Background: an optimization exercise with open tools, aiming at small area, a short achievable clock period and few clock cycles. Do not read the settings as production practice.
The RTL was checked by simulation tests, not by an equivalence proof against the original design.
Power is estimated from default activity; no workload was simulated.

==> design/flow/run.sh <==
#!/bin/bash
# synth_recipe.tcl (not shown) runs the flow's synth.tcl, then flattens the netlist and writes it again
# the make line also repeats each setting of config.mk as NAME=value (left out here)
make -C /OpenROAD-flow-scripts/flow DESIGN_CONFIG=/design/flow/config.mk WORK_HOME=/design/flow/orfs CLKGATE_MAP_FILE= SYNTH_SCRIPT=/design/flow/synth_recipe.tcl finish
==> design/flow/config.mk <==
export PLATFORM = sky130hd
export DESIGN_NAME = PE
export DESIGN_NICKNAME = PE
export VERILOG_FILES = /design/flow/design.v
export SDC_FILE = /design/flow/constraint.sdc
export NUM_CORES = 4
export LEC_CHECK = 0
export CAP_MARGIN = 20
export CORE_MARGIN = 2
export CORE_UTILIZATION = 40
export SLEW_MARGIN = 20
==> design/flow/constraint.sdc <==
create_clock -name core_clock -period 5.0 [get_ports {clk}]
set_input_delay 1.0000 -clock core_clock [delete_from_list [all_inputs] [get_ports {clk}]]
set_output_delay 1.0000 -clock core_clock [all_outputs]
set_load 0.01 [all_outputs]
==> design/flow/design.v <==
`timescale 1ns / 1ps
module Compute_CTRL #(
    parameter   SIMD = 4
)(
    input   wire                clk,
    input   wire                rst,
    input   wire                aw_valid,
    input   wire                eow,
    input   wire                acc_done_out,
    input   wire                a3,
    input   wire                w3,
    input   wire                a_co,
    input   wire                w_co,
    input   wire                nz,
    input   wire                idx_zero,
    output  reg                 ready,
    output  reg                 done,
    output  reg                 acc_sel_toggle,
    output  reg                 compute_write,
    output  reg     [2 : 0]     ctrl
);
    parameter   [1 : 0]     idle = 2'h0,
                            store_data = 2'h1,
                            dot_product = 2'h2,
                            start_receive = 2'h3;
    wire                            co1;
    reg                             count1;
    reg     [$clog2(SIMD)-1 : 0]    cnt1;
    reg                             count2;
    reg     [$clog2(SIMD+1)-1 : 0]  cnt2;
    reg                             cnt_init;
    reg                             eow_ld;
    reg                             eow_reg;
    wire                            no_data;
    wire                            last_data;
    always @(posedge clk) begin
        if(~rst) cnt1 <= 'b0;
        else if(cnt_init) cnt1 <= 'b0;
        else if(count1 & co1) cnt1 <= 'b0;
        else if(count1 & ~co1) cnt1 <= cnt1 + 1'b1;
        else cnt1 <= cnt1;
    end
    assign co1 = (cnt1 == SIMD-1);
    always @(posedge clk) begin
        if(~rst) cnt2 <= 'b0;
        else if(cnt_init) cnt2 <= 'b0;
        else if(count2) cnt2 <= cnt2 + 1'b1;
        else cnt2 <= cnt2;
    end
    always @(posedge clk) begin
        if(~rst) eow_reg <= 1'b0;
        else if(eow_ld) eow_reg <= eow;
        else eow_reg <= eow_reg;
    end
    assign no_data = (cnt2 == 'b0);
    assign last_data = ((cnt1 + 1'b1) == cnt2);
    reg [1 : 0] ps, ns;
    always @(*) begin
        begin ns = idle; {ready, done, acc_sel_toggle, compute_write, ctrl, count1, count2, cnt_init, eow_ld} = 'b0; end
        case(ps)
            idle:
                begin
                    ns = aw_valid ? store_data : idle;
                    ready = ~aw_valid;
                    ctrl = (aw_valid & nz) ? 3'h1 : 3'h0;
                    count1 = aw_valid;
                    count2 = (aw_valid & nz);
                    eow_ld = aw_valid;
                end
            store_data:
                begin
                    ns = (co1 & aw_valid & (no_data & ~nz)) ? (eow_reg ? start_receive : idle) : (co1 & aw_valid) ? dot_product : store_data;
                    ctrl = (aw_valid & nz) ? 3'h1 : 3'h0;
                    count1 = aw_valid;
                    count2 = (aw_valid & nz);
                end
            dot_product:
                begin
                    compute_write = 1'b1;
                    case({a_co, w_co})
                        2'b00:
                            begin
                                ns = (eow_reg & (last_data & (~a3 & ~w3))) ? start_receive : (last_data & (~a3 & ~w3)) ? idle : dot_product;
                                ctrl = (~a3 & ~w3) ? 3'h2 : ~w3 ? 3'h3 : 3'h4;
                                count1 = (~a3 & ~w3);
                                cnt_init = (last_data & (~a3 & ~w3));
                            end
                        2'b01:
                            begin
                                ns = (eow_reg & (last_data & ~a3)) ? start_receive : (last_data & ~a3) ? idle : dot_product;
                                ctrl = ~a3 ? 3'h2 : 3'h3;
                                count1 = ~a3;
                                cnt_init = (last_data & ~a3);
                            end
                        2'b10:
                            begin
                                ns = (eow_reg & (last_data & ~w3)) ? start_receive : (last_data & ~w3) ? idle : dot_product;
                                ctrl = ~w3 ? 3'h2 : 3'h4;
                                count1 = ~w3;
                                cnt_init = (last_data & ~w3);
                            end
                        2'b11:
                            begin
                                ns = (eow_reg & last_data) ? start_receive : last_data ? idle : dot_product;
                                ctrl = 3'h2;
                                count1 = 1'b1;
                                cnt_init = last_data;
                            end
                    endcase
                end
            start_receive:
                begin
                    ns = (~acc_done_out & idx_zero) ? idle : start_receive;
                    done = (~acc_done_out & idx_zero);
                    acc_sel_toggle = (~acc_done_out & idx_zero);
                end
            default: begin ns = idle; {ready, done, acc_sel_toggle, compute_write, ctrl, count1, count2, cnt_init, eow_ld} = 'b0; end
        endcase
    end
    always @(posedge clk) begin
        if (~rst) ps <= idle;
        else ps <= ns;
    end
endmodule
`timescale 1ns / 1ps
module Receive_CTRL (
    input   wire    clk,
    input   wire    rst,
    input   wire    acc_valid_in,
    input   wire    done,
    input   wire    idx_zero,
    input   wire    idx_full,
    output  reg     acc_done_out,
    output  reg     receive_write,
    output  reg     idx_count
);
    parameter   [0 : 0]     idle = 1'b0,
                            receive = 1'b1;
    reg [0 : 0] ps, ns;
    always @(*) begin
        begin ns = idle; {acc_done_out, receive_write, idx_count} = 'b0; end
        case(ps)
            idle:
                begin
                    ns = (done & idx_zero) ? receive : idle;
                end
            receive:
                begin
                    ns = (acc_valid_in & idx_full) ? idle : receive;
                    acc_done_out = 1'b1;
                    receive_write = acc_valid_in;
                    idx_count = acc_valid_in;
                end
            default: begin ns = idle; {acc_done_out, receive_write, idx_count} = 'b0; end
        endcase
    end
    always @(posedge clk) begin
        if (~rst) ps <= idle;
        else ps <= ns;
    end
endmodule
`timescale 1ns / 1ps
module Send_CTRL #(
    parameter   ACC_ADDR_W = 4,
    parameter   ACC_SIZE = 9
)(
    input   wire                                clk,
    input   wire                                rst,
    input   wire                                acc_done_in,
    input   wire    [$clog2(ACC_SIZE+1)-1 : 0]  idx,
    output  reg                                 acc_valid_out,
    output  wire    [ACC_ADDR_W-1 : 0]          acc_addr_out,
    output  reg                                 idx_init
);
    parameter   [0 : 0]     idle = 1'b0,
                            send = 1'b1;
    wire                        addr_co;
    reg                         addr_count;
    reg     [ACC_ADDR_W-1 : 0]  addr;
    wire                        lesser;
    always @(posedge clk) begin
        if(~rst) addr <= 'b0;
        else if(addr_count & addr_co) addr <= 'b0;
        else if(addr_count & ~addr_co) addr <= addr + 1'b1;
        else addr <= addr;
    end
    assign addr_co = (addr == ACC_SIZE-1);
    assign lesser = (addr < idx);
    assign acc_addr_out = addr;
    reg [0 : 0] ps, ns;
    always @(*) begin
        begin ns = idle; {acc_valid_out, idx_init, addr_count} = 'b0; end
        case(ps)
            idle:
                begin
                    ns = acc_done_in ? send : idle;
                end
            send:
                begin
                    ns = (addr_co & lesser) ? idle : send;
                    acc_valid_out = lesser;
                    idx_init = (addr_co & lesser);
                    addr_count = lesser;
                end
            default: begin ns = idle; {acc_valid_out, idx_init, addr_count} = 'b0; end
        endcase
    end
    always @(posedge clk) begin
        if (~rst) ps <= idle;
        else ps <= ns;
    end
endmodule
`timescale 1ns / 1ps
module PE#(
    parameter       A_W = 3,
    parameter       W_W = 3,
    parameter       SIMD = 4,
    parameter       T_A_W = A_W * 2,
    parameter       T_W_W = W_W * 2,
    parameter       ACC_ADDR_W = $clog2(A_W * W_W),
    parameter       ACC_DATA_W = 8
)(
	input 	wire	clk,
	input 	wire	rst,
	input	wire	[T_A_W-1 : 0] 	a,
	input	wire	[T_W_W-1 : 0] 	w,
	input	wire					aw_valid,
	input	wire					eow,
	output	wire					ready,
	output 	wire 						acc_done_out,
	input 	wire 						acc_valid_in,
	input 	wire 	[ACC_ADDR_W-1 : 0] 	acc_addr_in,
	input 	wire	[ACC_DATA_W-1 : 0] 	acc_data_in,	
	input 	wire 						acc_done_in,
	output 	wire 						acc_valid_out,
	output 	wire 	[ACC_ADDR_W-1 : 0]	acc_addr_out,
	output 	wire	[ACC_DATA_W-1 : 0] 	acc_data_out
);
    parameter   A_REG_W = SIMD * T_A_W;
    parameter   W_REG_W = (SIMD + 1) * T_W_W;
    parameter   ACC_SIZE = A_W * W_W;
    wire                                a_co;
    reg     [ACC_ADDR_W-1 : 0]          a_addr;
    wire                                w_co;
    reg     [ACC_ADDR_W-1 : 0]          w_addr;
    wire    [ACC_ADDR_W-1 : 0]          compute_addr;
    reg     [A_REG_W-1 : 0]             a_reg;
    reg     [W_REG_W-1 : 0]             w_reg;
    wire                                nz;
    wire                                mult;
    wire                                compute_write;
    wire    [2 : 0]                     ctrl;
    wire    [ACC_DATA_W-1 : 0]          compute_data0;
    wire    [ACC_DATA_W-1 : 0]          compute_data1;
    wire                                done;
    wire                                receive_write;
    wire    [ACC_DATA_W-1 : 0]          receive_data0;
    wire    [ACC_DATA_W-1 : 0]          receive_data1;
    wire                                acc_sel_toggle;
    reg                                 acc_sel;
    reg     [ACC_SIZE-1 : 0]            acc0_valid;
    reg     [ACC_SIZE-1 : 0]            acc1_valid;
    reg     [ACC_DATA_W-1 : 0]          acc0                [0 : ACC_SIZE-1];
    reg     [ACC_DATA_W-1 : 0]          acc1                [0 : ACC_SIZE-1];
    wire                                idx_init;
    wire                                idx_count;
    wire                                idx_zero;
    wire                                idx_full;
    reg     [$clog2(ACC_SIZE+1)-1 : 0]  idx;
    always @(posedge clk) begin
        if(~rst) begin
            a_addr <= 'b0;
        end
        else begin
            case(ctrl)
                3'h2: a_addr <= 'b0;
                3'h3: a_addr <= a_addr + W_W;
                default: a_addr <= a_addr;
            endcase
        end
    end
    assign a_co = (a_addr == (A_W-1)*W_W);
    always @(posedge clk) begin
        if(~rst) begin
            w_addr <= 'b0;
        end
        else begin
            case(ctrl)
                3'h2: w_addr <= 'b0;
                3'h3: w_addr <= 'b0;
                3'h4: w_addr <= w_addr + 1'b1;
                default: w_addr <= w_addr;
            endcase
        end
    end
    assign w_co = (w_addr == W_W-1);
    always @(posedge clk) begin
        if(~rst) begin
            a_reg <= 'b0;
        end
        else begin
            case(ctrl)
                3'h1: a_reg <= {a_reg[A_REG_W-1-T_A_W : 0], a};
                3'h2: a_reg <= {{T_A_W{1'b0}}, a_reg[A_REG_W-1 : T_A_W]};
                3'h3: a_reg <= {a_reg[A_REG_W-1 : T_A_W], a_reg[1 : 0], a_reg[T_A_W-1 : 2]};
                default: a_reg <= a_reg;
            endcase
        end
    end
    always @(posedge clk) begin
        if(~rst) begin
            w_reg <= 'b0;
        end
        else begin
            case(ctrl)
                3'h1: w_reg <= {w_reg[W_REG_W-1-T_W_W : T_W_W], w, w};
                3'h2: w_reg <= {{T_W_W{1'b0}}, w_reg[W_REG_W-1 : 2*T_W_W], w_reg[3*T_W_W-1 : 2*T_W_W]};
                3'h3: w_reg <= {w_reg[W_REG_W-1 : T_W_W], w_reg[2*T_W_W-1 : T_W_W]};
                3'h4: w_reg <= {w_reg[W_REG_W-1 : T_W_W], w_reg[1 : 0], w_reg[T_W_W-1 : 2]};
                default: w_reg <= w_reg;
            endcase
        end
    end
    assign nz = (a[1] & w[1]);
    assign mult = a_reg[0] ~^ w_reg[0];
    assign compute_addr = a_addr + w_addr;
    assign compute_data0 = (acc0_valid[compute_addr] & mult) ? acc0[compute_addr] + 1'b1 : (acc0_valid[compute_addr] & ~mult) ? acc0[compute_addr] - 1'b1 : mult ? 1'b1 : -1'b1;
    assign compute_data1 = (acc1_valid[compute_addr] & mult) ? acc1[compute_addr] + 1'b1 : (acc1_valid[compute_addr] & ~mult) ? acc1[compute_addr] - 1'b1 : mult ? 1'b1 : -1'b1;
    Compute_CTRL #(
        .SIMD(SIMD)
    ) compute_ctrl (
        .clk(clk),
        .rst(rst),
        .aw_valid(aw_valid),
        .eow(eow),
        .acc_done_out(acc_done_out),
        .a3(a_reg[3]),
        .w3(w_reg[3]),
        .a_co(a_co),
        .w_co(w_co),
        .nz(nz),
        .idx_zero(idx_zero),
        .ready(ready),
        .done(done),
        .acc_sel_toggle(acc_sel_toggle),
        .compute_write(compute_write),
        .ctrl(ctrl)
    );
    always @(posedge clk) begin
        if(~rst) idx <= 'b0;
        else if(idx_init) idx <= 'b0;
        else if(idx_count) idx <= idx + 1'b1;
        else idx <= idx;
    end
    assign idx_zero = (idx == 'b0);
    assign idx_full = (idx == ACC_SIZE-1);
    assign receive_data0 = (acc0_valid[acc_addr_in] ? acc0[acc_addr_in] : {ACC_DATA_W{1'b0}}) + acc_data_in;
    assign receive_data1 = (acc1_valid[acc_addr_in] ? acc1[acc_addr_in] : {ACC_DATA_W{1'b0}}) + acc_data_in;
    Receive_CTRL receive_ctrl(
        .clk(clk),
        .rst(rst),
        .acc_valid_in(acc_valid_in),
        .done(done),
        .idx_zero(idx_zero),
        .idx_full(idx_full),
        .acc_done_out(acc_done_out),
        .receive_write(receive_write),
        .idx_count(idx_count)
    );
    assign acc_data_out = acc_sel ? acc0[acc_addr_out] : acc1[acc_addr_out];
    Send_CTRL #(
        .ACC_ADDR_W(ACC_ADDR_W),
        .ACC_SIZE(ACC_SIZE)
    ) send_ctrl (
        .clk(clk),
        .rst(rst),
        .acc_done_in(acc_done_in),
        .idx(idx),
        .acc_valid_out(acc_valid_out),
        .acc_addr_out(acc_addr_out),
        .idx_init(idx_init)
    );
    always @(posedge clk) begin
        if(~rst) acc_sel <= 1'b0;
        else if(acc_sel_toggle) acc_sel <= ~acc_sel;
        else acc_sel <= acc_sel;
    end
    always @(posedge clk) begin
        if(~rst) acc0_valid <= 'b0;
        else if(acc_sel_toggle & acc_sel) acc0_valid <= 'b0;
        else if(~acc_sel & compute_write) acc0_valid[compute_addr] <= 1'b1;
        else acc0_valid <= acc0_valid;
    end
    always @(posedge clk) begin
        if(~rst) acc1_valid <= 'b0;
        else if(acc_sel_toggle & ~acc_sel) acc1_valid <= 'b0;
        else if(acc_sel & compute_write) acc1_valid[compute_addr] <= 1'b1;
        else acc1_valid <= acc1_valid;
    end
    always @(posedge clk) begin
        if(~acc_sel & compute_write) begin
            acc0[compute_addr] <= compute_data0;
        end
        else if(acc_sel & receive_write) begin
            acc0[acc_addr_in] <= receive_data0;
        end
    end
    always @(posedge clk) begin
        if(acc_sel & compute_write) begin
            acc1[compute_addr] <= compute_data1;
        end
        else if(~acc_sel & receive_write) begin
            acc1[acc_addr_in] <= receive_data1;
        end
    end
endmodule
==> notes.md <==
* Outcome: timing/DRC/antenna clean
* Final setup margin at approximately 0.52 ns
* RSZ-0062 raised after global routing: false
* CP max stage delay at 0.59 ns
* GRT met2 Usage at a little over a third
* Seq/Total Area, Yosys at approximately 44%
* Max Slew Vio Count at 0
* CTS Sinks at ~250
* I/O Buffers at 44
* Initial Util at about two fifths
* # nets final at approximately 1400
* GR Util met3 at 3.52%
* Synthesized area at between 10000 and 15000 um^2
* Post_cts resized at 0
* Setup CP Type: flop to flop
* Avg Cell Area, Syn at about 11 um^2
* Placed insts at about 1800
* Worst slack, placed at slightly below 0.04 ns
* Sw frac at around 22%
* Largest family of logic cells by synthesized area: multiplexers
* Slew HR at between 20% and 30%
* Die width at around 200 um
* # Post-CTS Setup Buffers at 0
* Final period utilization at about nine tenths
* Yosys reg bits at 247
* Ports at 45
* CP max-delay cell: xor2_4
* Core area at 35700 um^2
* RD Place Congestion at ~0.9
* Multi-input logic area at about 7600 um^2
* # Max-Cap Violations at 0
* Clock Tree Buf Depth at 3
* Finished Layout Cells at roughly 1800
* Sw Pwr at 1.07 mW
* Comb power frac at 6.3%
* Clock Skews at ~0.028 ns
* DRC violations left at 0
* Vias in the first global route at 10900
* Gr busiest metal: met2
* Compound-Gate Fraction of Synth Area at about 13%
* Post-Syn Instances at 1300
* Die area at ~38000 um^2
* Worst-Skew Late Latency at 0.57 ns
* Syn_nets at roughly 1400
* P_int at roughly 3.7 mW
* Synth Area in Simple Gates at 12.7%
* Post-synth EDFFs at between 100 and 150
* Iter 0 DRT Violations at slightly above 1000
* DR vias at around 11000
* CP max FO at 12
* Root Driver: clkbuf_16
* Layout area overhead at 13.6%
* Main synth FF type: edfxtp_1
* Final WL at around 42 mm
* TritonCTS clock tree: yes
* Final setup fails at 0
* H-tree levels at 1
* Grt ovf at 0
* Yosys warns at 4
* Post-route ant nets at 0
* First-pass GRT wire length at between 60 and 70 mm
* Hold Path Class: flop to flop
* Leading cell type in the layout, fill and taps excluded: edfxtp_1
* F_max at 0.223 GHz
* Cell Rows at a little under 70
* Synth Area in XOR/XNOR at under 10%
* Final Hold Viols at 0
* Initial antenna violation count at 1
* Tightest Pin Transition at 1.09 ns
* Fin crit period at ~4.5 ns
* Crit end category: flop
* CTS Buf Count at 29
* FF+latch area at roughly 6400 um^2
* Reg2reg path depth at 14
* Wirelength per Cell at 23.1 um
* Detail Placement HPWL at 29.1 mm
* Clock Pin Slew Worst Setup and Hold Paths at roughly 0.06 ns
* Mux cell area share after synthesis at between 20% and 30%
* CP required at between 5 and 6 ns
* Count of cell types in the netlist at 84
* Die Y at around 190 um
* Sequential share of power at a little under half
* GRT Total Usage at roughly 22%
* Global Route met1 Usage at slightly below 30%
* # fillers at 3272
* Power density over the cells at between 200 and 300 nW/um^2
* Layout Utilization at between 40% and 50%
* Layout cells sized above 1 at between 10% and 20%
* Hold Path Stages at 2
* Commonest non-fill, non-tap cells in the layout: edfxtp_1, nand2_1, nor2_1
* Part of the power in the clock network at 47.4%
* Ys async rst share at 0%
* Hold-fix buffers at CTS at 0
* Total iterations of the first detailed-routing run at 5
* Largest net degree at the start of global routing at 48
* Pleak at 5.66 nW
* Crit path cell chain: ha_1, fa_1, xor2_4, mux4_2, mux2_2, mux2i_2, inv_1, ha_1, inv_1, nor3_1, nand2_1, xnor2_1, a32oi_1, o221ai_1
* Post-Synth Adder-Cell Area at 3.59%
* Worst vdd ir at between 0.0002 and 0.0003 V
* Startpoint Class: flop
* Crit path DAT at between 4 and 5 ns
* Setup_tns at 0 ns
* Via density per instance at 6.06
-- final cells by class --
class / instances / share of cell area, %
antenna: 1 / 0.0151
clock buffer: 31 / 4.43
clock inverter: 22 / 1.69
inverter: 32 / 0.726
multi-input combinational: 940 / 46.1
sequential: 247 / 38.6
tap: 461 / 3.49
timing repair buffer: 91 / 4.89
-- critical path: cells and delay by family, from the launching register on --
| family | cells | cell delay, ns |
|---|---|---|
| multiplexers | 3 | 1.09 |
| XOR/XNOR | 2 | 0.65 |
| flip-flops | 1 | 0.37 |
| adder cells (fa/ha/maj) | 3 | 0.94 |
| AO/OA/AOI/OAI | 2 | 0.61 |
| buffers and inverters | 2 | 0.21 |
| AND/OR/NAND/NOR | 2 | 0.16 |
-- path summary, 6_finish.rpt --
check	end	slack, ns	from
worst max-delay path	acc0[0][4]	0.52	a_addr[0]
worst min-delay path	a_reg[18]	0.45	a_reg[18]
worst min register to register	a_reg[18]	0.45	a_reg[18]
worst max register to register	acc0[0][4]	0.52	a_addr[0]
-- kinds of logic after synthesis --
| group | count (synthesis) |
|---|---|
| and+or+nand+nor | 408 |
| AOI/OAI and AO/OA | 294 |
| DFF | 247 |
| muxes | 152 |
| buffers and inverters | 113 |
| xor gates and xnor gates | 46 |
| adders and majority gates | 40 |
-- power groups by stage --
stage	Combinational (mW)	Clock [mW]	Sequential, mW
2_1_floorplan	0.196	0	2.24
3_3_place_gp	0.291	0	2.24
3_5_place_dp	0.295	0	2.24
4_1_cts	0.297	2.29	2.20
5_1_grt	0.326	2.36	2.20
6_report	0.298	2.25	2.20
-- per-stage QoR --
| stage | total power [mW] | cell area (um^2) | hold slack, ns |
|---|---|---|---|
| 6_report | 4.74 | 16500 | 0.455 |
| 2_1_floorplan | 2.43 | 14600 | 0.430 |
| 3_3_place_gp | 2.53 | 15500 | 0.440 |
| 5_1_grt | 4.89 | 16500 | 0.468 |
| 4_1_cts | 4.78 | 16500 | 0.455 |
| 3_5_place_dp | 2.54 | 15500 | 0.446 |
-- routing by layer --
layer	wire, um	share of wire, %
met1	17200	41
met2	20100	48
met3	3220	7.6
met4	1640	3.9
met5	0	0
-- cell usage after synthesis, types with 12 or more instances --
master    number  area [um^2]
edfxtp_1     144         4320
nand2_1      137          514
nor2_1       129          484
dfxtp_1      103         2060
mux4_2        99         2230
a21oi_1       93          465
o21ai_0       70          350
clkbuf_1      47          176
ha_1          37          463
nand3_1       37          185
inv_1         32          120
xnor2_1       31          272
mux2_2        23          259
nor3_1        23          115
a31oi_1       20          125
mux2i_1       20          200
and2_1        16          100
buf_1         14         52.6
nand2b_1      14         87.6
xor2_1        14          123
nor2b_1       13         81.3
o221ai_1      12          105
Testbench counts, summed over its fixed seeds: cycles 31,667.

==> what the ideal ports hide <==
Ports are ideal in the flow. The routed layout listed here was re-timed in OpenROAD. Step 1 sets driving cells, clkbuf_16 on the clock port and buf_2 on the other inputs (assumed; they add their load-dependent delay and slew). Step 2 moves the port delays by t, midway between the first and last clock arrival at a register: inputs arrive t later, outputs are due t later. That takes back most of the time a late clock gives input paths. Slacks: ideal ports / drivers / drivers and shift; pairs: ideal ports / drivers.
t (ns): 0.608
slack for setup (ns): 0.523 / 0.506 / -0.084
worst register clock-pin slew, ns: 0.07 / 0.07
worst slew at a driven data input, ns: 0.06
Met with ideal ports but missed after step 2: setup timing in this run. The setup slack of this run moves by -0.017 ns with the drivers and by -0.607 ns with both steps.
